Background: an optimization exercise with open tools, aiming at small area and a short achievable clock period. Do not read the settings as production practice.
The RTL was checked by simulation tests, not by an equivalence proof against the original design.

==> inputs of run A <==
==> flow/design.v <==
module xor32 (
    input  [31:0] a, b,
    output [31:0] y
);
assign y = a ^ b;
endmodule
module and32 (
    input  [31:0] a, b,
    output [31:0] y
);
assign y = a & b;
endmodule
module ks_prefix32 (
    input  [31:0] p, g,
    input         cin,
    output [31:0] c,
    output        cout
);
wire [31:0] gl [0:5];
wire [31:0] pl [0:5];
assign gl[0] = {g[31:1], g[0] | (p[0] & cin)};
assign pl[0] = {p[31:1], 1'b0};
genvar k, i;
generate
    for (k = 0; k < 5; k = k + 1) begin : lvl
        for (i = 0; i < 32; i = i + 1) begin : n
            if (i >= (1 << k)) begin : m
                assign gl[k+1][i] = gl[k][i] | (pl[k][i] & gl[k][i-(1<<k)]);
                assign pl[k+1][i] = pl[k][i] & pl[k][i-(1<<k)];
            end else begin : t
                assign gl[k+1][i] = gl[k][i];
                assign pl[k+1][i] = pl[k][i];
            end
        end
    end
endgenerate
assign c    = {gl[5][30:0], cin};
assign cout = gl[5][31];
endmodule
module adder (
    input  [31:0] a, b,
    input         cin,
    output [31:0] sum,
    output        cout,
    output [31:0] p, g       
);
wire [31:0] c;
xor32       up (.a(a), .b(b), .y(p));
and32       ug (.a(a), .b(b), .y(g));
ks_prefix32 uk (.p(p), .g(g), .cin(cin), .c(c), .cout(cout));
xor32       us (.a(p), .b(c), .y(sum));
endmodule
module mux2 (
    input  d0, d1, s,
    output y
);
assign y = s ? d1 : d0;
endmodule
module ao221 (
    input  a0, b0, a1, b1, c,
    output y
);
assign y = (a0 & b0) | (a1 & b1) | c;
endmodule
module ao2211 (
    input  a0, b0, a1, b1, c, d,
    output y
);
assign y = (a0 & b0) | (a1 & b1) | c | d;
endmodule
module aoi222 (
    input  a0, b0, a1, b1, a2, b2,
    output y
);
assign y = ~((a0 & b0) | (a1 & b1) | (a2 & b2));
endmodule
module nand4m (
    input  a, b, c, d,
    output y
);
assign y = ~(a & b & c & d);
endmodule
module nand3m (
    input  a, b, c,
    output y
);
assign y = ~(a & b & c);
endmodule
module or3m (
    input  a, b, c,
    output y
);
assign y = a | b | c;
endmodule
module sel31 (
    input  [30:0] s,
    input  [30:0] d,
    output        y
);
wire [10:0] n;
genvar g;
generate
    for (g = 0; g < 10; g = g + 1) begin : grp
        aoi222 u (.a0(s[3*g]), .b0(d[3*g]), .a1(s[3*g+1]), .b1(d[3*g+1]),
                  .a2(s[3*g+2]), .b2(d[3*g+2]), .y(n[g]));
    end
endgenerate
assign n[10] = ~(s[30] & d[30]);
wire [2:0] o;
nand4m u0 (.a(n[0]), .b(n[1]), .c(n[2]), .d(n[3]), .y(o[0]));
nand4m u1 (.a(n[4]), .b(n[5]), .c(n[6]), .d(n[7]), .y(o[1]));
nand3m u2 (.a(n[8]), .b(n[9]), .c(n[10]), .y(o[2]));
or3m   u3 (.a(o[0]), .b(o[1]), .c(o[2]), .y(y));
endmodule
module reg_file (
    input         clk,
    input         wr_en,
    input  [4:0]  rd_addr1, rd_addr2, wr_addr,
    input  [31:0] wr_data,
    output [31:0] rd_data1, rd_data2
);
reg  [31:0] regs [1:31];
wire [31:0] sel1 = 32'd1 << rd_addr1;
wire [31:0] sel2 = 32'd1 << rd_addr2;
wire [31:0] wsel = 32'd1 << wr_addr;
genvar g, b;
generate
    for (g = 1; g < 32; g = g + 1) begin : r
        always @(posedge clk)
            if (wr_en & wsel[g]) regs[g] <= wr_data;
    end
    for (b = 0; b < 32; b = b + 1) begin : rd
        wire [30:0] col;
        for (g = 1; g < 32; g = g + 1) begin : c
            assign col[g-1] = regs[g][b];
        end
        sel31 m1 (.s(sel1[31:1]), .d(col), .y(rd_data1[b]));
        sel31 m2 (.s(sel2[31:1]), .d(col), .y(rd_data2[b]));
    end
endgenerate
endmodule
module alu (
    input  [31:0] a,           
    input  [31:0] b,           
    input         sub,
    input         shl,         
    input         arith,       
    output [31:0] sum,
    output        cout,
    output [31:0] sh_out,      
    output [31:0] xor_out, or_out, and_out
);
wire [31:0] p, g;
adder add (.a(a), .b(b), .cin(sub), .sum(sum), .cout(cout), .p(p), .g(g));
wire big = |b[31:5];
wire fill = arith & a[31];
reg [31:0] a_rev, r_rev;
integer i;
always @(*)
    for (i = 0; i < 32; i = i + 1) a_rev[i] = a[31-i];
wire [31:0] sh_in = shl ? a_rev : a;
wire [32:0] sh_ext = $signed({fill, sh_in}) >>> b[4:0];
wire [31:0] sr_out = big ? {32{fill}} : sh_ext[31:0];
always @(*)
    for (i = 0; i < 32; i = i + 1) r_rev[i] = sr_out[31-i];
assign sh_out = shl ? r_rev : sr_out;
assign xor_out = p;
assign or_out  = p | g;
assign and_out = g;
endmodule
module riscv_cpu (
    input         clk, reset,
    output [31:0] PC,
    input  [31:0] Instr,
    output        MemWrite,
    output [31:0] Mem_WrAddr, Mem_WrData,
    input  [31:0] ReadData,
    output [31:0] Result
);
wire [6:0] op = Instr[6:0];
wire [2:0] f3 = Instr[14:12];
wire is_load  = (op == 7'b0000011);
wire is_store = (op == 7'b0100011);
wire is_r     = (op == 7'b0110011);
wire is_i     = (op == 7'b0010011);
wire is_br    = (op == 7'b1100011);
wire is_jal   = (op == 7'b1101111);
wire is_jalr  = (op == 7'b1100111);
wire is_lui   = (op == 7'b0110111);
wire is_auipc = (op == 7'b0010111);
wire is_alu   = is_r | is_i;
wire RegWrite = is_load | is_alu | is_jal | is_jalr | is_lui | is_auipc;
assign MemWrite = is_store;
wire b6 = Instr[6], b5 = Instr[5], b4 = Instr[4], b2 = Instr[2];
wire d_alu   = b4 & ~b2;                  
wire d_r     = b5 & b4 & ~b2;             
wire d_br    = b6 & ~b2;                  
wire d_store = ~b6 & b5 & ~b4;            
wire d_load  = ~b6 & ~b5 & ~b4;           
wire d_lui   = b5 & b4 & b2;              
wire d_auipc = ~b5 & b4 & b2;             
wire d_pc4   = b6 & b2;                   
wire d_rs2   = b5 & ~b2 & (b4 | b6);      
wire [31:0] immI = {{20{Instr[31]}}, Instr[31:20]};
wire [31:0] immS = {{20{Instr[31]}}, Instr[31:25], Instr[11:7]};
wire [31:0] immB = {{20{Instr[31]}}, Instr[7], Instr[30:25], Instr[11:8], 1'b0};
wire [31:0] immJ = {{12{Instr[31]}}, Instr[19:12], Instr[20], Instr[30:21], 1'b0};
wire [31:0] immU = {Instr[31:12], 12'b0};
wire [31:0] rs1, rs2;
reg_file rf (.clk(clk), .wr_en(RegWrite), .rd_addr1(Instr[19:15]), .rd_addr2(Instr[24:20]),
             .wr_addr(Instr[11:7]), .wr_data(Result), .rd_data1(rs1), .rd_data2(rs2));
wire use_rs2 = d_rs2;
wire sub = d_br | (d_alu & ~f3[2] & f3[1]) | (d_r & (f3 == 3'b000) & Instr[30]);
wire [31:0] imm  = d_store ? immS : immI;
wire [31:0] b_one  = use_rs2 ? {32{~sub}} : (imm ^ {32{sub}});
wire [31:0] b_zero = use_rs2 ? {32{ sub}} : (imm ^ {32{sub}});
wire [31:0] bsel;
genvar gb;
generate
    for (gb = 0; gb < 32; gb = gb + 1) begin : bm
        mux2 m (.d0(b_zero[gb]), .d1(b_one[gb]), .s(rs2[gb]), .y(bsel[gb]));
    end
endgenerate
wire [31:0] sum, sh_out, xor_out, or_out, and_out;
wire cout;
alu alu (.a(rs1), .b(bsel), .sub(sub), .shl(~f3[2]), .arith(f3[2] & (b5 | Instr[30])),
         .sum(sum), .cout(cout), .sh_out(sh_out),
         .xor_out(xor_out), .or_out(or_out), .and_out(and_out));
reg  [31:0] pc_q;
wire [31:0] pc_plus4 = {pc_q[31:2] + 30'd1, pc_q[1:0]};
wire [31:0] pc_imm   = pc_q + (is_jal ? immJ : (is_br ? immB : immU));
wire eq = (rs1 == rs2);
reg  take;
always @(*) begin
    case (f3)
        3'b000:  take = eq;
        3'b001:  take = ~eq;
        3'b100,
        3'b110:  take = sum[31];
        3'b101,
        3'b111:  take = ~sum[31];
        default: take = 1'b0;
    endcase
end
wire [31:0] pc_next = is_jalr ? sum :
                      (is_jal | (is_br & take)) ? pc_imm : pc_plus4;
always @(posedge clk or posedge reset)
    if (reset) pc_q <= 32'd0;
    else       pc_q <= pc_next;
assign PC = pc_q;
wire s_add  = d_alu & (f3 == 3'b000);
wire s_sh   = d_alu & (f3[1:0] == 2'b01);
wire s_slt  = d_alu & (f3 == 3'b010);
wire s_sltu = d_alu & (f3 == 3'b011);
wire s_xor  = d_alu & (f3 == 3'b100);
wire s_or   = d_alu & (f3 == 3'b110);
wire s_and  = d_alu & (f3 == 3'b111);
wire sdiff  = rs1[31] ^ ~bsel[31];
wire cmp1   = s_slt & sdiff & rs1[31];
wire cmp0   = s_sltu | (s_slt & (~sdiff | rs1[31]));
wire cmp;
mux2 cmpm (.d0(cmp0), .d1(cmp1), .s(cout), .y(cmp));
wire [31:0] early = ({32{s_xor}}    & xor_out)
                  | ({32{s_or}}     & or_out)
                  | ({32{s_and}}    & and_out)
                  | ({32{d_load}}   & ReadData)
                  | ({32{d_pc4}}    & pc_plus4)
                  | ({32{d_lui}}    & immU)
                  | ({32{d_auipc}}  & pc_imm);
ao2211 m0 (.a0(s_add), .b0(sum[0]), .a1(s_sh), .b1(sh_out[0]), .c(early[0]), .d(cmp), .y(Result[0]));
genvar gr;
generate
    for (gr = 1; gr < 32; gr = gr + 1) begin : rm
        ao221 m (.a0(s_add), .b0(sum[gr]), .a1(s_sh), .b1(sh_out[gr]), .c(early[gr]), .y(Result[gr]));
    end
endgenerate
assign Mem_WrAddr = sum;
assign Mem_WrData = rs2;
endmodule
==> flow/flow/run.sh <==
#!/bin/bash
# The standard ORFS layout (standard.sh), with two knobs changed:
#  - ports are buffered with buf_4 instead of the delay cell buffer_ports picks by default
#  - timing repair may swap cells of different footprints
# make's full output goes to orfs_make.log; ORFS keeps each step's log under orfs/logs/.
set -euo pipefail
bash standard.sh \
  'BUFFER_PORTS_ARGS=-buffer_cell sky130_fd_sc_hd__buf_4' \
  MATCH_CELL_FOOTPRINT=0 \
  finish > orfs_make.log 2>&1
==> flow/standard.sh <==
#!/bin/bash
# synth_recipe.tcl (not shown) runs the flow's synth.tcl, then flattens the netlist and writes it again
# the make line also repeats each setting of config.mk as NAME=value (left out here)
make -C /OpenROAD-flow-scripts/flow DESIGN_CONFIG=/design/flow/config.mk WORK_HOME=/design/flow/orfs CLKGATE_MAP_FILE= SYNTH_SCRIPT=/design/flow/synth_recipe.tcl "${@:-finish}"
==> flow/config.mk <==
export PLATFORM = sky130hd
export DESIGN_NAME = riscv_cpu
export DESIGN_NICKNAME = riscv_cpu
export VERILOG_FILES = /design/flow/design.v
export SDC_FILE = /design/flow/constraint.sdc
export NUM_CORES = 4
export LEC_CHECK = 0
export CAP_MARGIN = 20
export CORE_MARGIN = 2
export CORE_UTILIZATION = 40
export PLACE_DENSITY = 0.6
export SETUP_SLACK_MARGIN = 2.5
export SLEW_MARGIN = 20
export SYNTH_HIERARCHICAL = 1
==> flow/constraint.sdc <==
create_clock -name core_clock -period 13.0 [get_ports {clk}]
set_input_delay 2.6000 -clock core_clock [delete_from_list [all_inputs] [get_ports {clk}]]
set_output_delay 2.6000 -clock core_clock [all_outputs]
set_load 0.01 [all_outputs]
==> run Z: changes against run A <==
==> flow/design.v, changed modules only <==
module sel31 (
    input  [30:0] s,
    input  [30:0] d,
    output        y
);
wire [10:0] n;
genvar g;
generate
    for (g = 0; g < 10; g = g + 1) begin : grp
        aoi222 u (.a0(s[3*g]), .b0(d[3*g]), .a1(s[3*g+1]), .b1(d[3*g+1]),
                  .a2(s[3*g+2]), .b2(d[3*g+2]), .y(n[g]));
    end
endgenerate
assign n[10] = ~(s[30] & d[30]);
assign y = ~&n;
endmodule
module alu (
    input  [31:0] a,           
    input  [31:0] b,           
    input         sub,         
    input         shl,         
    input         arith,       
    output [31:0] sum,
    output        lt, ltu,
    output [31:0] sll_out, sr_out,
    output [31:0] xor_out, or_out, and_out
);
wire [33:0] s = {1'b0, a, 1'b1} + {1'b0, b ^ {32{sub}}, sub};
assign sum = s[32:1];
assign ltu = ~s[33];
assign lt  = (a[31] ^ b[31]) ? a[31] : ~s[33];
wire big = |b[31:5];
wire fill = arith & a[31];
reg [31:0] a_rev, r_rev;
integer i;
always @(*)
    for (i = 0; i < 32; i = i + 1) a_rev[i] = a[31-i];
wire [31:0] sh_in = shl ? a_rev : a;
wire [32:0] sh_ext = $signed({fill, sh_in}) >>> b[4:0];
assign sr_out = big ? {32{fill}} : sh_ext[31:0];
always @(*)
    for (i = 0; i < 32; i = i + 1) r_rev[i] = sr_out[31-i];
assign sll_out = r_rev;
assign xor_out = a ^ b;
assign or_out  = a | b;
assign and_out = a & b;
endmodule
module riscv_cpu (
    input         clk, reset,
    output [31:0] PC,
    input  [31:0] Instr,
    output        MemWrite,
    output [31:0] Mem_WrAddr, Mem_WrData,
    input  [31:0] ReadData,
    output [31:0] Result
);
wire [6:0] op = Instr[6:0];
wire [2:0] f3 = Instr[14:12];
wire is_load  = (op == 7'b0000011);
wire is_store = (op == 7'b0100011);
wire is_r     = (op == 7'b0110011);
wire is_i     = (op == 7'b0010011);
wire is_br    = (op == 7'b1100011);
wire is_jal   = (op == 7'b1101111);
wire is_jalr  = (op == 7'b1100111);
wire is_lui   = (op == 7'b0110111);
wire is_auipc = (op == 7'b0010111);
wire is_alu   = is_r | is_i;
wire RegWrite = is_load | is_alu | is_jal | is_jalr | is_lui | is_auipc;
assign MemWrite = is_store;
wire [31:0] immI = {{20{Instr[31]}}, Instr[31:20]};
wire [31:0] immS = {{20{Instr[31]}}, Instr[31:25], Instr[11:7]};
wire [31:0] immB = {{20{Instr[31]}}, Instr[7], Instr[30:25], Instr[11:8], 1'b0};
wire [31:0] immJ = {{12{Instr[31]}}, Instr[19:12], Instr[20], Instr[30:21], 1'b0};
wire [31:0] immU = {Instr[31:12], 12'b0};
wire [31:0] rs1, rs2;
reg_file rf (.clk(clk), .wr_en(RegWrite), .rd_addr1(Instr[19:15]), .rd_addr2(Instr[24:20]),
             .wr_addr(Instr[11:7]), .wr_data(Result), .rd_data1(rs1), .rd_data2(rs2));
wire use_rs2 = is_r | is_br;
wire [31:0] bsel = use_rs2 ? rs2 : (is_store ? immS : immI);
wire sub = is_br | (is_alu & ((f3 == 3'b010) | (f3 == 3'b011))) |
           (is_r & (f3 == 3'b000) & Instr[30]);
wire [31:0] sum, sll_out, sr_out, xor_out, or_out, and_out;
wire lt, ltu;
alu alu (.a(rs1), .b(bsel), .sub(sub), .shl(~f3[2]), .arith(f3[2] & (is_r | Instr[30])),
         .sum(sum), .lt(lt), .ltu(ltu), .sll_out(sll_out), .sr_out(sr_out),
         .xor_out(xor_out), .or_out(or_out), .and_out(and_out));
reg  [31:0] pc_q;
wire [31:0] pc_plus4 = {pc_q[31:2] + 30'd1, pc_q[1:0]};
wire [31:0] pc_imm   = pc_q + (is_jal ? immJ : (is_br ? immB : immU));
wire eq = (rs1 == rs2);
reg  take;
always @(*) begin
    case (f3)
        3'b000:  take = eq;
        3'b001:  take = ~eq;
        3'b100,
        3'b110:  take = sum[31];
        3'b101,
        3'b111:  take = ~sum[31];
        default: take = 1'b0;
    endcase
end
wire [31:0] pc_next = is_jalr ? sum :
                      (is_jal | (is_br & take)) ? pc_imm : pc_plus4;
always @(posedge clk or posedge reset)
    if (reset) pc_q <= 32'd0;
    else       pc_q <= pc_next;
assign PC = pc_q;
wire s_add  = is_alu & (f3 == 3'b000);
wire s_sll  = is_alu & (f3 == 3'b001);
wire s_slt  = is_alu & (f3 == 3'b010);
wire s_sltu = is_alu & (f3 == 3'b011);
wire s_xor  = is_alu & (f3 == 3'b100);
wire s_sr   = is_alu & (f3 == 3'b101);
wire s_or   = is_alu & (f3 == 3'b110);
wire s_and  = is_alu & (f3 == 3'b111);
wire s_pc4  = is_jal | is_jalr;
assign Result = ({32{s_add}}    & sum)
              | ({32{s_sll}}    & sll_out)
              | ({32{s_sr}}     & sr_out)
              | ({32{s_xor}}    & xor_out)
              | ({32{s_or}}     & or_out)
              | ({32{s_and}}    & and_out)
              | {31'd0, (s_slt & lt) | (s_sltu & ltu)}
              | ({32{is_load}}  & ReadData)
              | ({32{s_pc4}}    & pc_plus4)
              | ({32{is_lui}}   & immU)
              | ({32{is_auipc}} & pc_imm);
assign Mem_WrAddr = sum;
assign Mem_WrData = rs2;
endmodule
// module xor32 removed
// module and32 removed
// module ks_prefix32 removed
// module adder removed
// module mux2 removed
// module ao221 removed
// module ao2211 removed
// module nand4m removed
// module nand3m removed
// module or3m removed
--- a/flow/config.mk
+++ b/flow/config.mk
@@ -9,6 +9,6 @@
 export CORE_MARGIN = 2
 export CORE_UTILIZATION = 40
 export PLACE_DENSITY = 0.6
-export SETUP_SLACK_MARGIN = 2.5
+export SETUP_SLACK_MARGIN = 3.5
 export SLEW_MARGIN = 20
 export SYNTH_HIERARCHICAL = 1
==> impl_metrics.tcl <==
set metrics [dict create \
    synth-adder-area-share_pct 0.829 \
    syn-num-nets 3726 \
    timing.rr.start "rf.regs[10][27]" \
    multi_input_area_share_pct 35.0 \
    synth_area_leaders "edfxtp_1 59%, a222oi_1 13%, xor2_1 2.1%" \
    die_area_um2 130000 \
    reg2reg_to "pc_q[5]" \
    power.internal_mw 6.60 \
    worst_pin_slew_ps 1030 \
    dp.cells 5547 \
    status "timing/DRC/antenna clean" \
    postPlaceCellArea_um2 55700 \
    crit_path_max_fanout 13 \
    wl_met1_mm 84.0 \
    drt_iter0_drc 11553 \
]
(the above is from run A)
==> impl_metrics.tcl <==
set metrics [dict create \
    status "timing/DRC/antenna clean" \
    synth-adder-area-share_pct 3.18 \
    dp.cells 5674 \
    power.internal_mw 6.29 \
    wl_met1_mm 89.4 \
    syn-num-nets 3956 \
    drt_iter0_drc 13743 \
    postPlaceCellArea_um2 56800 \
    crit_path_max_fanout 5 \
    multi_input_area_share_pct 33.5 \
    timing.rr.start "rf.regs[25][8]" \
    reg2reg_to "pc_q[28]" \
    worst_pin_slew_ps 1230 \
    die_area_um2 131000 \
]
(the above is from run Z)

static timing again, ports no longer ideal:
In the flow no input, the clock included, has a driving cell. The finished layouts below were timed again as built, in two steps. Step 1 (the two cells are an assumption about what drives the block):
set clk [get_ports {clk}]
set_driving_cell -lib_cell sky130_fd_sc_hd__clkbuf_16 $clk
set_driving_cell -lib_cell sky130_fd_sc_hd__buf_2 [delete_from_list [all_inputs] $clk]
Step 2 moves the port delays by t, midway between the first and last clock arrival at a register: inputs arrive t later, outputs are due t later. That takes back most of the time a late clock gives input paths. a / b / c = ideal / step 1 / step 2; a / b = the first two.
| run | t (ns) | setup slack, ns | worst setup path at the end | worst slew at a driven data input, ns |
|---|---|---|---|---|
| run A | 0.809 | 2.219 / 2.190 / 2.190 | input to output | 0.10 |
| run Z | 0.795 | 1.692 / 1.511 / 1.511 | input to output | 0.18 |
After both steps setup and hold are still met in every run listed. The setup slack of run Z, which loses most, moves by -0.181 ns with the drivers and by -0.181 ns with both steps.
